From an optimization exercise on the open Yosys and OpenROAD flow, aimed at a short achievable clock period and few clock cycles; shortcuts taken in it are not production practice.
In this exercise RTL edits were held to simulation tests only and were not proved equivalent to the original.
Power and IR drop assume default switching activity.

$ cat flow/run.sh
#!/bin/bash
# synth_recipe.tcl (not shown) runs the flow's synth.tcl, then flattens the netlist and writes it again
# the make line also repeats each setting of config.mk as NAME=value (left out here)
make -C /OpenROAD-flow-scripts/flow DESIGN_CONFIG=/design/flow/config.mk WORK_HOME=/design/flow/orfs CLKGATE_MAP_FILE= SYNTH_SCRIPT=/design/flow/synth_recipe.tcl finish
$ cat flow/config.mk
export PLATFORM = sky130hd
export DESIGN_NAME = PMIPSL0
export DESIGN_NICKNAME = PMIPSL0
export VERILOG_FILES = /design/flow/design.v
export SDC_FILE = /design/flow/constraint.sdc
export NUM_CORES = 4
export LEC_CHECK = 0
export CAP_MARGIN = 20
export CORE_MARGIN = 2
export CORE_UTILIZATION = 40
export PLACE_DENSITY = 0.6
export SLEW_MARGIN = 20
$ cat flow/constraint.sdc
create_clock -name core_clock -period 8.0 [get_ports {clock}]
set_input_delay 1.6000 -clock core_clock [delete_from_list [all_inputs] [get_ports {clock}]]
set_output_delay 1.6000 -clock core_clock [all_outputs]
set_load 0.01 [all_outputs]
$ cat flow/design.v
module PMIPSL0(
	imemaddr,	 
	dmemaddr,	 
	dmemwdata,	 
	dmemwrite,	 
	dmemread,	 
	clock,
	imemrdata,	 
	dmemrdata,	 
	reset		 
	);
output [15:0] imemaddr;
output [15:0] dmemaddr;
output [15:0] dmemwdata;
output dmemwrite;
output dmemread;
input [16:0] imemrdata;
input [15:0] dmemrdata;
input clock;
input reset;
parameter NB = 4;	 
integer i;
reg [15:0] pc;
reg        id_valid;
reg [16:0] id_ins;
reg [15:0] id_pc;
reg [15:0] id_pc2;
reg        id_pred;		 
reg [15:0] id_ptgt;		 
reg        ex_rw;		 
reg        ex_load;
reg        ex_store;
reg [2:0]  ex_dest;
reg        ex_cbeq;		 
reg        ex_fix;		 
reg [15:0] ex_tgt;
reg [15:0] ex_a, ex_b, ex_sd;
reg        ex_fa, ex_fb, ex_fsd;	 
reg        ex_sel_sum, ex_sel_diff, ex_sel_slt, ex_sel_and;
reg        m_rw;
reg        m_load;
reg        m_store;
reg [2:0]  m_dest;
reg [15:0] m_res;
reg [15:0] m_sd;
reg [15:0] rf [1:7];
wire [15:0] m_wdata = m_load ? dmemrdata : m_res;
always @(posedge clock)
	if (reset) begin
		for (i = 1; i < 8; i = i + 1) rf[i] <= 16'd0;
	end else if (m_rw)
		rf[m_dest] <= m_wdata;
wire [3:0] op = id_ins[16:13];
wire [2:0] rs = id_ins[12:10];
wire [2:0] rt = id_ins[9:7];
wire [2:0] rd = id_ins[6:4];
wire [15:0] simm = {{9{id_ins[6]}}, id_ins[6:0]};
wire d_rtype = (op == 4'd0) | (op == 4'd1) | (op == 4'd2);
wire d_lw    = (op == 4'd3);
wire d_sw    = (op == 4'd4);
wire d_beq   = (op == 4'd5);
wire d_addi  = (op == 4'd6);
wire d_andi  = (op == 4'd7);
wire d_j     = (op == 4'd8) | (op == 4'd9) | (op == 4'd10);
wire d_same  = (rs == rt);
wire d_ubeq  = d_beq & d_same;
wire d_cbeq  = d_beq & ~d_same;
wire d_uncond = d_j | d_ubeq;
wire d_use_rs = d_rtype | d_lw | d_sw | d_cbeq | d_addi | d_andi;
wire d_use_rt = d_rtype | d_sw | d_cbeq;
wire [2:0] d_dest = d_rtype ? rd : rt;
wire d_rw = (d_rtype | d_lw | d_addi | d_andi) & (d_dest != 3'd0);
wire [15:0] d_btgt = id_pc2 + {simm[14:0], 1'b0};
wire [15:0] d_jtgt = {1'b0, id_pc2[15:14], id_ins[11:0], 1'b0};
wire [15:0] d_tgt  = d_j ? d_jtgt : d_btgt;
wire stall = id_valid & ex_load & ex_rw &
	((d_use_rs & (rs == ex_dest)) | (d_use_rt & (rt == ex_dest)));
wire id_redirect = id_valid & ~stall & (d_uncond ^ id_pred);
wire [15:0] id_rtgt = d_uncond ? d_tgt : id_pc2;
wire [15:0] rf_a = (rs == 3'd0) ? 16'd0 : rf[rs];
wire [15:0] rf_b = (rt == 3'd0) ? 16'd0 : rf[rt];
wire [15:0] v_a = (m_rw & (m_dest == rs)) ? m_wdata : rf_a;
wire [15:0] v_b = (m_rw & (m_dest == rt)) ? m_wdata : rf_b;
wire f_a = ex_rw & (ex_dest == rs);
wire f_b = ex_rw & (ex_dest == rt);
wire d_imm = d_lw | d_sw | d_addi | d_andi;
wire [15:0] A  = ex_fa  ? m_res : ex_a;
wire [15:0] B  = ex_fb  ? m_res : ex_b;
wire [15:0] SD = ex_fsd ? m_res : ex_sd;
wire [15:0] sum  = A + B;
wire [15:0] diff = A - B;
wire [15:0] alu = ({16{ex_sel_sum}}  & sum)
                | ({16{ex_sel_diff}} & diff)
                | ({16{ex_sel_slt}}  & {15'd0, diff[15]})
                | ({16{ex_sel_and}}  & (A & B));
wire eq = (A == B);
wire ex_redirect = (ex_cbeq & eq) | ex_fix;
reg [15:1] btb_tag [0:NB-1];
reg [15:0] btb_tgt [0:NB-1];
reg [NB-1:0] btb_v;
reg [1:0]  btb_ptr;
reg        btb_hit;
reg [15:0] btb_target;
always @(*) begin
	btb_hit = 1'b0;
	btb_target = 16'd0;
	for (i = 0; i < NB; i = i + 1)
		if (btb_v[i] && btb_tag[i] == pc[15:1]) begin
			btb_hit = 1'b1;
			btb_target = btb_target | btb_tgt[i];
		end
end
wire btb_we = id_valid & ~stall & ~ex_redirect & d_uncond & ~id_pred;
always @(posedge clock)
	if (reset) begin
		btb_v <= 0;
		btb_ptr <= 0;
	end else if (btb_we) begin
		btb_v[btb_ptr] <= 1'b1;
		btb_tag[btb_ptr] <= id_pc[15:1];
		btb_tgt[btb_ptr] <= d_tgt;
		btb_ptr <= btb_ptr + 1'b1;
	end
wire [15:0] pc2 = pc + 16'd2;
always @(posedge clock)
	if (reset) pc <= 16'd0;
	else if (ex_redirect) pc <= ex_tgt;
	else if (id_redirect) pc <= id_rtgt;
	else if (stall) pc <= pc;
	else if (btb_hit) pc <= btb_target;
	else pc <= pc2;
assign imemaddr = pc;
always @(posedge clock)
	if (reset | ex_redirect) id_valid <= 1'b0;
	else if (!stall) id_valid <= ~id_redirect;
always @(posedge clock)
	if (!stall) begin
		id_ins <= imemrdata;
		id_pc <= pc;
		id_pc2 <= pc2;
		id_pred <= btb_hit;
		id_ptgt <= btb_target;
	end
wire id_go = id_valid & ~stall & ~ex_redirect;
always @(posedge clock)
	if (reset | ~id_go) begin
		ex_rw <= 1'b0;
		ex_load <= 1'b0;
		ex_store <= 1'b0;
		ex_cbeq <= 1'b0;
		ex_fix <= 1'b0;
	end else begin
		ex_rw <= d_rw;
		ex_load <= d_lw;
		ex_store <= d_sw;
		ex_cbeq <= d_cbeq;
		ex_fix <= id_pred & d_uncond & (id_ptgt != d_tgt);
	end
always @(posedge clock) begin
	ex_dest <= d_dest;
	ex_tgt <= d_tgt;
	ex_a <= v_a;
	ex_b <= d_imm ? simm : v_b;
	ex_sd <= v_b;
	ex_fa <= f_a;
	ex_fb <= f_b & ~d_imm;
	ex_fsd <= f_b;
	ex_sel_sum  <= (op == 4'd0) | d_lw | d_sw | d_addi;
	ex_sel_diff <= (op == 4'd1);
	ex_sel_slt  <= (op == 4'd2);
	ex_sel_and  <= d_andi;
end
always @(posedge clock)
	if (reset) begin
		m_rw <= 1'b0;
		m_load <= 1'b0;
		m_store <= 1'b0;
	end else begin
		m_rw <= ex_rw;
		m_load <= ex_load;
		m_store <= ex_store;
	end
always @(posedge clock) begin
	m_dest <= ex_dest;
	m_res <= alu;
	m_sd <= SD;
end
assign dmemaddr = m_res;
assign dmemwdata = m_sd;
assign dmemwrite = m_store;
assign dmemread = m_load;
endmodule
==> reports/metrics.yaml, run 1 <==
cp_common_cell: "nor3_1"
clk_latency_ps: 580
wl_um: 58100
gp_congestion: 0.861
die_area_um2: 56500
core-area_um2: 53900
hold_ws_ps: 390
grt_overflow: 0
worst_pin_slew_ps: 1100
path_cells: "mux2i_1 -> ha_1 -> inv_1 -> nor3_1 -> a31o_2 -> nor2_1 -> nand3_1 -> nor3_1 -> and2_1 -> buf_4"
hold_viol: 0
grt_max_degree: 74
antenna_left: 0
startpoint_type: "flop"
post_cts.repair.setup_buffers: 0
async_flop_share: 0
met1Wirelength_um: 23900
antenna_found_initial: 1
wl_per_cell_um: 23.1
core.rowCount: 85
ys_warn_count: 1
required_ps: 8200
n_antenna_cell: 0
synth_edf_count: 317
min_period_ps: 4300
first_iter_violations: 1165
reg2reg_depth: 10
cap_violations: 0
n_fill_cell: 4745
p_leak_nw: 9.26
rsz0062_at_grt: "false"
r2r_slack_ps: 3700
die_w_um: 238
synth_cell_types: 82
synthCells: 1715
synthToLayoutAreaGrowth_pct: 14.6
power_density_nw_per_um2: 236
max_slew_margin: 0.267
clock_sinks: 463
syn_area_um2: 21900
wl_met3_um: 3390
maxSlewViolCount: 0
cp-end-kind: "flop"
ir_worst_vdd_mv: 0.167
ys.flop_type: "edfxtp_1"
grt_pass1_wl_um: 87600
crit_start: "ex_fb$_DFF_P_"
finalSetupViolCount: 0
drive_above_1_share: 0.152
fin_nets: 1865
yosysSeqAreaShare: 0.569
die_h_um: 238
worstSetupPathType: "flop to flop"
num_vias: 14336
io_buffer_count: 84
maxClockFrequency_mhz: 233
period_share: 0.537
drt-vias-per-instance: 5.71
dpl.hpwl_um: 41000
slowest_delay_ps: 1040
synth-seq-cells: 463
clockBufferDepth: 3
place_area_um2: 23400
critPathCapture: "btb_tgt[3][10]$_DFFE_PP_"
clock_skew_ps: 23.4
grt_usage: 0.204
htree_levels: 2
start_util: 0.405
synth_nets: 1804
grt_pass1_vias: 14376
path_max_fanout: 32
layout_common_cells: "edfxtp_1 (317), nor2_1 (175), dfxtp_1 (142), xnor2_1 (95)"
status: "finished clean"
clkTransAtPathRegs_ps: 60
avgSynthCellArea_um2: 12.7
r2r-start: "ex_fb$_DFF_P_"
routed.top_layer: "met5"
cts_buffers: 50
drcViolationCount: 0
cp_slowest_cell: "dfxtp_1"
place_ws_ps: 3300
ios: 85
met2WireLength_um: 29200
clockRootBuffer: "clkbuf_16"
final_common_cell: "edfxtp_1"
final_cell_area_um2: 25100
firstDrtPassIters: 6
ctsResizeCount: 0
arrival_ps: 4500
r2r_end: "btb_tgt[3][10]$_DFFE_PP_"
worst_slack_ps: 3700
holdCritStartpoint: "ex_dest[0]$_DFF_P_"
p_total_mw: 5.91
fin_setup_tns_ps: 0
cts_tree: "built"
hold_class: "flop to flop"
cts-hold-fix-buffers: 0
[per-stage QoR]
stage,cells,util
after global routing,2511,0.465
after global placement,2420,0.433
after detailed placement,2420,0.433
after CTS,2511,0.464
after floorplan,1715,-
final,2511,0.465
[Yosys cell counts (5+ instances only)]
cell type / n / share of area
xor2_1: 21 / 0.0084
a22o_1: 5 / 0.0020
edfxtp_1: 317 / 0.44
o21bai_1: 6 / 0.0021
clkbuf_1: 66 / 0.011
a31oi_1: 6 / 0.0017
dfxtp_1: 146 / 0.13
nand2_1: 84 / 0.014
o21ai_0: 32 / 0.0073
ha_1: 51 / 0.029
a41oi_1: 8 / 0.0032
a21oi_1: 41 / 0.0094
nor3_1: 16 / 0.0037
o21a_1: 5 / 0.0017
nor2b_1: 12 / 0.0034
buf_2: 11 / 0.0025
o22ai_1: 42 / 0.012
o31ai_1: 5 / 0.0017
a221o_1: 8 / 0.0037
mux2i_1: 76 / 0.035
nand4_1: 26 / 0.0074
xnor2_1: 95 / 0.038
a221oi_1: 8 / 0.0032
or3_1: 11 / 0.0031
and3_1: 11 / 0.0031
o211ai_1: 7 / 0.0024
and2_1: 18 / 0.0052
a22oi_1: 39 / 0.013
a211oi_1: 6 / 0.0021
a21o_1: 23 / 0.0079
nor4_1: 5 / 0.0014
buf_4: 12 / 0.0041
buf_1: 13 / 0.0022
nor2_1: 175 / 0.030
nand3_1: 23 / 0.0053
inv_1: 67 / 0.012
mux2_2: 62 / 0.032
nand2b_1: 12 / 0.0034
mux4_2: 64 / 0.066
[sequential cells by signal (all words and copies together), names as in the netlist, 2 cells and up, named ones only]
register,cells
btb_ptr,2
btb_v,4
ex_a,16
m_dest,3
ex_sd,16
id_pc2,15
btb_tag,60
pc,16
ex_tgt,16
m_res,16
id_ptgt,16
rf,128
id_pc,16
m_sd,16
ex_dest,3
ex_b,16
btb_tgt,64
id_ins,17
[worst max-delay path, delay by kind of cell (launching register included)]
| family | cells | cell delay, ps |
|---|---|---|
| simple gates | 5 | 1180 |
| flops | 1 | 1040 |
| buf+inv | 2 | 610 |
| compound gates | 1 | 380 |
| mux | 1 | 340 |
| fa+ha+maj | 1 | 340 |
[where the power goes]
group          switching, mW  leakage [nW]  internal [mW]  total, mW
registers              0.116          4.41           2.68       2.79
logic                  0.433          4.02          0.324      0.757
clock network          0.953         0.824           1.41       2.36
[metal layers]
metal,GRT usage,vias to the layer above
met3,0.0309,109
met1,0.259,7125
met2,0.358,550
li1,-,6550
met5,0,-
met4,0.0680,2
[worst min path at each step]
stage | end | slack, ps | cells after the start
3_5_place_dp | m_dest[0]$_DFF_P_ | 390 | 0
3_3_place_gp | m_dest[1]$_DFF_P_ | 390 | 0
6_report | m_dest[0]$_DFF_P_ | 390 | 0
5_1_grt | m_dest[0]$_DFF_P_ | 390 | 0
2_1_floorplan | m_dest[0]$_DFF_P_ | 370 | 0
4_1_cts | m_dest[0]$_DFF_P_ | 380 | 0
[layout make-up]
| type | instances | area [um2] | area share |
|---|---|---|---|
| sequential | 463 | 12400 | 0.497 |
| multi-input combinational | 1078 | 8750 | 0.349 |
| clock buffer | 61 | 1330 | 0.0532 |
| timing repair buffer | 113 | 1060 | 0.0422 |
| tap | 696 | 871 | 0.0347 |
| clock inverter | 30 | 347 | 0.0138 |
| inverter | 70 | 263 | 0.0105 |
[kinds of logic (layout without fill, tap and decap cells)]
| kind of cell | after synthesis | after routing | share of synthesized area |
|---|---|---|---|
| compound gates | 288 | 288 | 0.0951 |
| xor+xnor | 118 | 118 | 0.0487 |
| fa+ha+maj | 54 | 54 | 0.0319 |
| buf+inv | 174 | 274 | 0.0330 |
| flops | 463 | 463 | 0.569 |
| mux | 202 | 202 | 0.133 |
| simple gates | 416 | 416 | 0.0896 |
Testbench counts, summed over its fixed seeds: cycles 113,422.
==> run 2: changes to the inputs <==
--- a/flow/design.v
+++ b/flow/design.v
@@ -111,5 +111,5 @@
 		end
 end
-wire btb_we = id_valid & ~stall & ~ex_redirect & d_uncond & ~id_pred;
+wire btb_we = id_valid & ~stall & d_uncond & ~id_pred;
 always @(posedge clock)
 	if (reset) begin
--- a/flow/config.mk
+++ b/flow/config.mk
@@ -6,7 +6,10 @@
 export NUM_CORES = 4
 export LEC_CHECK = 0
+export ABC_CLOCK_PERIOD_IN_PS = 2000
 export CAP_MARGIN = 20
 export CORE_MARGIN = 2
 export CORE_UTILIZATION = 40
 export PLACE_DENSITY = 0.6
+export SETUP_SLACK_MARGIN = 5
 export SLEW_MARGIN = 20
+export TNS_END_PERCENT = 100
==> run 2 against run 1 <==
  * Final cell count up 4.1%
  * Flip-flop and latch count unchanged
  * Global-route usage increased by 1.2 points
  * Maximum frequency up 44%
  * First-iteration DRC count up 32%
  * Largest cell class unchanged
  * Critical path depth increased by 2
  * Clock skew about the same
  * Critical path type unchanged
==> reports/metrics.yaml, run 2 <==
yosysSeqAreaShare: 0.573
hold_end: "m_dest[1]$_DFF_P_"
cp_slowest_cell: "fa_2"
gp_congestion: 0.846
drcViolationCount: 0
r2r_end: "m_res[14]$_DFF_P_"
start_util: 0.404
antenna_found_initial: 3
clkTransAtPathRegs_ps: 60
first_iter_violations: 1543
cp_num_cells: 12
worstSetupPathType: "flop to flop"
rsz0062_at_grt: "true"
worst_pin_slew_ps: 958
path_max_fanout: 4
cts_buffers: 51
grt_pass1_wl_um: 91700
path_delay_family: "compound AO/OA/AOI/OAI gates"
top_usage_layer: "met2"
critical_path_buf_inv_count: 1
grt_overflow: 0
maxSlewViolCount: 0
p_int_mw: 4.68
whs_path_depth: 0
power.share.combinational: 0.164
ir_worst_vdd_mv: 0.165
final_cell_area_um2: 27200
grt_max_degree: 60
slowest_delay_ps: 410
clockBufferDepth: 3
startpoint_type: "flop"
synth_nets: 1772
arrival_ps: 3440
yosys.area.top_type: "edfxtp_1"
hold_viol: 0
synth-seq-cells: 463
p_seq_frac: 0.443
worst_slack_ps: 5010
clk_latency_ps: 590
top_regs: "rf (128), btb_tgt (64), btb_tag (60)"
max_slew_margin: 0.361
die_area_um2: 56200
cap_violations: 0
met2_usage: 0.356
wl_per_cell_um: 24.2
io_buffer_count: 84
clock_power_share: 0.393
synthTopCellsByCount: "edfxtp_1 (317), nor2_1 (167), dfxtp_1 (146), xnor2_1 (110), mux2i_1 (78)"
antenna_left: 0
switchingPower_mw: 1.68
ys.flop_type: "edfxtp_1"
place_ws_ps: 3500
required_ps: 8450
synthCells: 1683
ios: 85
instances_no_fill: 2614
synth_cell_types: 81
yosysMostFrequentCell: "edfxtp_1"
p_sw_frac: 0.264
path_cells: "mux2_4 -> buf_6 -> fa_2 -> a21o_1 -> a21o_1 -> a221o_1 -> a21oi_2 -> o21ai_1 -> a21oi_2 -> xnor2_1 -> a222oi_1 -> o21ai_1"
power_density_nw_per_um2: 234
grt_pass1_vias: 14539
htree_levels: 2
layout_common_cells: "edfxtp_1 (317), nor2_1 (162), buf_4 (124), dfxtp_1 (111), xnor2_1 (108)"
place_area_um2: 23300
maxClockFrequency_mhz: 334
synthToLayoutAreaGrowth_pct: 25.2
p_leak_nw: 10.3
dpl.hpwl_um: 39800
fin_setup_tns_ps: 0
clock_skew_ps: 23.1
min_period_ps: 2990
synthTopCellsByArea: "edfxtp_1 (44%), dfxtp_1 (13%), mux4_2 (6.6%), xnor2_1 (4.4%), mux2i_1 (3.6%)"
async_flop_share: 0
core.rowCount: 85
r2r_slack_ps: 5010
num_vias: 14989
grt_usage: 0.216
syn_area_um2: 21700
fin_nets: 1965
drt-vias-per-instance: 5.73
reg2reg_depth: 12
synth_top_area_frac: 0.438
use_met1: 0.292
status: "finished clean"
holdCritStartpoint: "ex_dest[1]$_DFF_P_"
largest_reg_flops: 128
cts_tree: "built"
n_antenna_cell: 0
synth_edf_count: 317
die_h_um: 237
avgSynthCellArea_um2: 12.9
period_share: 0.374
numPlacedInstances: 2392
core-area_um2: 53700
finalSetupViolCount: 0
p_total_mw: 6.36
ys_warn_count: 1
r2r-start: "ex_fa$_DFF_P_"
clockRootBuffer: "clkbuf_16"
final_common_cell: "edfxtp_1"
hold_class: "flop to flop"
firstDrtPassIters: 5
clock_sinks: 463
grtUsageMet3: 0.0316
regMostFlops: "rf"
hold_ws_ps: 399
utilization: 0.506
die_w_um: 237
drive_above_1_share: 0.292
cp-end-kind: "flop"
wl_um: 63300
run 2: changes by cell type after synthesis, moves of 7 or more:
cell | previous run | this run
a211oi_1 | 6 | 26
xnor2_1 | 95 | 110
a21o_1 | 23 | 9
nand2_1 | 84 | 70
a21oi_1 | 41 | 52
and2_1 | 18 | 10
nor2_1 | 175 | 167
or3_1 | 11 | 3
a41oi_1 | 8 | 1
nor3_1 | 16 | 23
run 2: cells by family (layout without fill, tap and decap cells):
logic type / count (synthesis) / after routing / synth area share
buf+inv: 166 / 387 / 0.0324
fa+ha+maj: 54 / 54 / 0.0322
compound gates: 282 / 284 / 0.0900
mux: 203 / 203 / 0.134
simple gates: 384 / 396 / 0.0857
flops: 463 / 463 / 0.573
xor+xnor: 131 / 131 / 0.0528
run 2: what timing repair did:
item	in CTS	in global routing
setup buffers	60	52
cloned	5	10
hold endpoints to repair	0	0
hold buffers	0	0
setup endpoints to repair	495	217
resized for setup	226	103
pin swaps	28	39
run 2: how the worst max path moves through the flow:
stage / endpoint / startpoint
floorplan: btb_tag[0][0]$_DFFE_PP_ / reset
finish: m_res[14]$_DFF_P_ / ex_fa$_DFF_P_
global placement: rf[7][12]$_SDFFCE_PN0P_ / reset
global route: ex_fix$_SDFF_PP0_ / id_ins[6]$_DFFE_PN_
detailed placement: rf[7][13]$_SDFFCE_PN0P_ / reset
CTS: rf[1][1]$_SDFFCE_PN0P_ / reset
run 2: area by class of cell:
type	count	area, um2
timing repair buffer	229	2040
clock buffer	63	1380
clock inverter	32	414
sequential	463	12500
tap	696	871
inverter	63	253
multi-input combinational	1068	9680
fill	4543	26500
run 2: routing by layer:
metal  routed length [um]  part of all wire
met1                26800              0.42
met2                30300              0.48
met3                 4120             0.065
met4                 2100             0.033
met5                   11           0.00017
run 2: worst reg2reg max path, stage by stage (launching register included):
cell and delay (ps):
dfxtp_4 400, mux2_4 350, buf_6 130, fa_2 410
a21o_1 180, a21o_1 190, a221o_1 380, a21oi_2 190
o21ai_1 100, a21oi_2 150, xnor2_1 80, a222oi_1 210
o21ai_1 100
run 2: power by group through the flow:
stage                     Sequential (mW)  Combinational, mW  Clock, mW
after floorplan                      2.81              0.549          0
after global placement               2.88              0.824          0
after detailed placement             2.88              0.840          0
after CTS                            2.81              0.930       2.54
after global routing                 2.83               1.12       2.64
final                                2.82               1.04       2.50
Testbench counts of run 2, summed over its fixed seeds: cycles 113,421.

[afterwards: timing with drivers on the ports]
How much do the figures lean on ideal ports? The routed layouts below were timed once more, with nothing changed but the port constraints. Step 1, drivers: a clkbuf_16 drives clock and a buf_2 each remaining input, both assumed. Step 2 moves the port delays by t, midway between the first and last clock arrival at a register: inputs arrive t later, outputs are due t later. That takes back most of the time a late clock gives input paths. Slacks: no drivers / after step 1 / after step 2; pairs: no drivers / after step 1.
run | shift t [ns] | setup slack, ns | worst setup path at the end | worst register clock-pin slew, ns
run 1 | 0.627 | 3.704 / 3.704 / 3.229 | input to register | 0.06 / 0.06
run 2 | 0.638 | 5.008 / 5.008 / 4.468 | input to register | 0.06 / 0.06
After both steps setup and hold are still met in every run listed. The setup slack of run 2, which loses most, moves by 0.000 ns with the drivers and by -0.540 ns with both steps.
